This design comes from an exercise in tuning for small area and a short achievable clock period on the open sky130 flow, not from production work. No functional check of the RTL was part of any run shown here.

==> flow/design.v (outline; a module is shown in full before it is edited, if it fits) <==
// module fa: 6 lines
// module FPU: 1518 lines
module FPU(clk, A, B, opcode, O, flags);
  // ...
==> flow/run.sh <==
#!/bin/bash
# synth_recipe.tcl (not shown) runs the flow's synth.tcl, then flattens the netlist and writes it again
# the make line also repeats each setting of config.mk as NAME=value (left out here)
make -C /OpenROAD-flow-scripts/flow DESIGN_CONFIG=/design/flow/config.mk WORK_HOME=/design/flow/orfs CLKGATE_MAP_FILE= SYNTH_SCRIPT=/design/flow/synth_recipe.tcl finish
==> flow/config.mk <==
export PLATFORM = sky130hd
export DESIGN_NAME = FPU
export DESIGN_NICKNAME = FPU
export VERILOG_FILES = /design/flow/design.v
export SDC_FILE = /design/flow/constraint.sdc
export NUM_CORES = 4
export LEC_CHECK = 0
export ABC_AREA = 1
export CAP_MARGIN = 20
export CORE_MARGIN = 2
export CORE_UTILIZATION = 55
export SLEW_MARGIN = 20
export SYNTH_HIERARCHICAL = 1
export SYNTH_MINIMUM_KEEP_SIZE = 0
==> flow/constraint.sdc <==
create_clock -name core_clock -period 21.0 [get_ports {clk}]
set_input_delay 4.2000 -clock core_clock [delete_from_list [all_inputs] [get_ports {clk}]]
set_output_delay 4.2000 -clock core_clock [all_outputs]
set_load 0.01 [all_outputs]
==> summary.md, run 1 <==
| Metric | Value |
|---|---|
| Synth area leaders | fa_1 42%, nand2_1 16%, ha_1 9.1%, inv_1 6.6%, o21ai_0 3.1% |
| Dpl cell area | ~0.026 mm^2 |
| Die ar. | 0.0466 mm^2 |
| Boundary Pins | around 110 |
| Signal buffers | 218 |
| Row Count | 77 |
| Status | timing/DRC/antenna clean |
| GRT met1 Usage | 0.544 |
| Count leader, synth | nand2_1 |
| Main flop type after synthesis | dfxtp_1 |
| Design Area, Final | 0.0264 mm^2 |
| WHS | 4.88 ns |
| CP max stage delay | about 1.2 ns |
| Multi-input combinational area share | 0.829 |
| Sequential element share of the synthesized area | 0.00487 |
| Crit path launch type | input port |
| Top cells by count, synth | 1,047 x nand2_1, 515 x fa_1, 436 x inv_1, 182 x clkbuf_1, 180 x ha_1 |
| Largest class | multi-input combinational cells |
| Met3 WL | 10,400 um |
| Setup Buffers After CTS | 0 |
| Routability cong. | 1.06 |
| Bufs on Longest Clock Path | 2 |
| DRC Markers | 0 |
| Critical-path top delay cell | clkdlybuf4s50_1 |
| Setup TNS | 0 ns |
| Min-delay src | B[31] |
| Worst-path clk slew | 0.05 ns |
| Largest net degree at the start of global routing | 39 |
==> run 2, diff against run 1 <==
--- a/flow/config.mk
+++ b/flow/config.mk
@@ -11,2 +11,3 @@
 export CORE_UTILIZATION = 55
+export SETUP_SLACK_MARGIN = 3
 export SLEW_MARGIN = 20
==> run 2 against run 1 <==
Net effect: still clean on timing, DRC and antenna; first-iteration DRC count is 12% higher; core utilization increased by 6.8 points; sequential share of layout area about the same; cell area grew 11%; critical path depth decreased by 4; global-route usage grew 1.2 points; final cell count increased by 4.5%; area after synthesis unchanged; critical path type unchanged.
==> summary.md, run 2 <==
| Metric | Value |
|---|---|
| Status | timing/DRC/antenna clean (unchanged) |
| Standard cell core area | 0.0442 mm^2 (unchanged) |
| Total track usage | 0.422 (was 0.410) |
| Vias per cell | 6.24 (was 6.22) |
| CTS Hold Bufs | 0 (unchanged) |
| CP endpoint | O[30] (unchanged) |
| Count leader, synth | nand2_1 (unchanged) |
| DR vias | 25,700 (was 24,500) |
| TritonCTS Sinks | 6 (unchanged) |
| Boundary Pins | 106 (unchanged) |
| Worst EP arrival | 13.55 ns (was 15.85 ns) |
| Top cells by count, synth | 1,047 x nand2_1, 515 x fa_1, 436 x inv_1, 182 x clkbuf_1, 180 x ha_1 (unchanged) |
| Layout cells sized above 1 | 0.181 (was 0.0505) |
| DR pass1 iterations | 6 (was 8) |
| Most frequent cells in the layout | 1,001 x nand2_1, 484 x fa_1, 395 x inv_1 (was 1,046 x nand2_1, 515 x fa_1, 436 x inv_1) |
| Req. time, crit path | 16.80 ns (about the same) |
| Post-Synthesis Cells | 3,364 (unchanged) |
| Die height | 216 um (unchanged) |
| Crit path time final | 17.75 ns (was 20.05 ns) |
| Non-filler instance count after layout | 4,118 (was 3,941) |
| Worst slew pin tran | 1.01 ns (was 1.11 ns) |
| First-pass GRT wire length | 150,000 um (was 146,000 um) |
| Die X | 216 um (unchanged) |
| DRC Markers | 0 (unchanged) |
| Hold Path Class | input port to flip-flop (unchanged) |
| CP max FO | 17 (unchanged) |
| Area leader, netlist | fa_1 (unchanged) |
| Fmax | 56.3 MHz (was 49.9 MHz) |
| Per-cell routed wire length | 24.4 um (was 23.7 um) |
| Slew HR | 0.323 (was 0.259) |
| Fraction of registers with async set/reset | 0 (unchanged) |
| Die ar. | 0.0466 mm^2 (unchanged) |
| CP max stage delay | 0.58 ns (was 1.21 ns) |
| Initial antenna violation count | 1 (unchanged) |
| Synth warn | 7 (unchanged) |
| Largest net degree at the start of global routing | 39 (unchanged) |
| Main flop type after synthesis | dfxtp_1 (unchanged) |
| Vias in the first global route | 26,000 (was 25,400) |
| Fin nets | 4,290 (was 4,113) |
| Initial detailed-routing violation count | 3,007 (was 2,695) |
| Hpwl dp | 73,100 um (unchanged) |
| Final ANT Viol Nets | 0 (unchanged) |
| Routability cong. | 1.06 (unchanged) |
| Bufs on Longest Clock Path | 2 (unchanged) |
| Clock root buffer | clkbuf_16 (unchanged) |
| Top-area cell type share of the netlist area | 0.418 (unchanged) |
| Row Count | 77 (unchanged) |
| Synthesis-to-finish area growth | 19.2% (was 7.10%) |
| PortBufs | 105 (unchanged) |
| CTS Buf Count | 3 (unchanged) |
| FF+latch count, synth | 6 (unchanged) |
| Worst-path clk slew | 0.05 ns (about the same) |
| DRT Wirelength | 100,000 um (was 93,500 um) |
| Slew Limit Fails | 0 (unchanged) |
| Setup TNS | 0 ns (unchanged) |
| Syn nets | 4,126 (unchanged) |
| RSZ-0062 raised after global routing | no (unchanged) |
| CTS tree | done (unchanged) |
| # diodes | 0 (unchanged) |
| Setup crit end kind | output port (unchanged) |
| Most common cell after layout, fill and taps aside | nand2_1 (unchanged) |
| Sequential element share of the synthesized area | 0.00487 (unchanged) |
| EDFF count, synth | 0 (unchanged) |
| Setup violations, final | 0 (unchanged) |
| Crit path from | B[18] (was B[1]) |
| Final period util | 0.845 (was 0.955) |
| Initial Utilization | 0.558 (unchanged) |
| Synth area leaders | fa_1 42%, nand2_1 16%, ha_1 9.1%, inv_1 6.6%, o21ai_0 3.1% (unchanged) |
| Mapped Avg Cell Area | 7.34 um^2 (unchanged) |
| Dpl cells | 3,938 (unchanged) |
| GR Overflow Total | 0 (unchanged) |
| Fin. Hold Viols | 0 (unchanged) |
| H-tree depth | 1 (unchanged) |
| Cell variety after synth | 61 (unchanged) |
| Most frequent CP cell | fa_1 (was nand2_1) |
| Critical-path top delay cell | fa_1 (was clkdlybuf4s50_1) |
| Max_cap viols | 0 (unchanged) |
| Crit path launch type | input port (unchanged) |
| Critical path class | input port to output port (unchanged) |
| Mapped Area | 0.0247 mm^2 (unchanged) |
## run 2: cell count changes in the layout (fill, tap and decap cells not counted), moves of 38 or more
cell,before,now
buf_6,0,38
nand2_1,1046,1001
inv_1,436,395
clkdlybuf4s50_1,105,39
buf_4,113,227
## run 2: routing by layer
metal / share of wire / GRT usage
met5: 0.00069 / 0
met4: 0.070 / 0.245
met3: 0.12 / 0.0871
met1: 0.37 / 0.555
met2: 0.44 / 0.649
## run 2: cell type report
class | count | area (um^2)
multi-input cells | 2674 | 23000
well taps | 592 | 741
repair buffers | 392 | 3780
fillers | 3849 | 14800
clock buffers | 3 | 75.1
repair inverters | 1 | 6.26
inverters | 450 | 1750
flip-flops and latches | 6 | 120
## run 2: timing repair
| action | CTS | global route |
|---|---|---|
| pin swaps | 26 | 145 |
| gates resized for setup | 256 | 496 |
| endpoints found under the setup margin | 31 | 31 |
| gates cloned | 9 | 5 |
| setup buffers | 43 | 120 |
## run 2: cell families after synthesis
family                     count (synthesis)  synth area share
adders and majority gates                695             0.509
xor gates and xnor gates                  63            0.0227
and+or+nand+nor                         1439             0.239
DFF                                        6           0.00487
muxes                                      2          0.000811
buffers and inverters                    686             0.108
AOI/OAI and AO/OA                        473             0.116
## run 2: through the flow
| stage | hold slack, ns | utilization | worst slack, ns | cell area, um^2 |
|---|---|---|---|---|
| 2_1_floorplan | 4.41 | - | 3.43 | 24700 |
| 3_3_place_gp | 4.94 | 0.596 | 1.26 | 26400 |
| 3_5_place_dp | 4.95 | 0.596 | 1.14 | 26400 |
| 4_1_cts | 4.73 | 0.622 | 2.92 | 27500 |
| 5_1_grt | 4.54 | 0.666 | 2.80 | 29400 |
| 6_report | 4.55 | 0.666 | 3.25 | 29400 |
## run 2: worst max-delay path, delay by kind of cell
family / cells / cell delay (ns)
adders and majority gates: 11 / 4.52
and+or+nand+nor: 16 / 1.97
buffers and inverters: 11 / 1.26
AOI/OAI and AO/OA: 8 / 1.26
xor gates and xnor gates: 2 / 0.32
## run 2: how the worst min path moves through the flow
| stage | cells past startpoint | startpoint | slack [ns] | to |
|---|---|---|---|---|
| global placement | 1 | S | 4.94 | flags[4] |
| global route | 5 | B[23] | 4.54 | NaN_B |
| finish | 5 | B[23] | 4.55 | NaN_B |
| floorplan | 4 | B[23] | 4.41 | NaN_B |
| CTS | 5 | B[29] | 4.73 | NaN_B |
| detailed placement | 1 | S | 4.95 | flags[4] |
## run 2: Yosys stat by module (local to each module, per instance)
module	cells	times used	area, um^2	flip-flops and latches
FPU	2881	1	15000	6
fa	1	483	20.0	0

## re-timing with driven ports
The results above use ideal ports. As a check the final layouts listed here were re-extracted and re-timed, cells and wires unchanged. Step 1 sets driving cells, clkbuf_16 on the clock port and buf_2 on the other inputs (assumed; they add their load-dependent delay and slew). Step 2 moves the port delays by t, midway between the first and last clock arrival at a register: inputs arrive t later, outputs are due t later. That takes back most of the time a late clock gives input paths. a / b / c = ideal ports / drivers / drivers and shift; a / b = the first two.
| run | shift t [ns] | slack for setup (ns) | worst register clock-pin slew, ns |
|---|---|---|---|
| run 1 | 0.279 | 0.951 / 0.915 / 0.915 | 0.05 / 0.05 |
| run 2 | 0.278 | 3.246 / 3.221 / 3.221 | 0.05 / 0.05 |
After both steps every run listed still meets setup and hold. For run 1, which loses most, drivers alone change the setup slack by -0.036 ns; drivers and shift together by -0.036 ns.
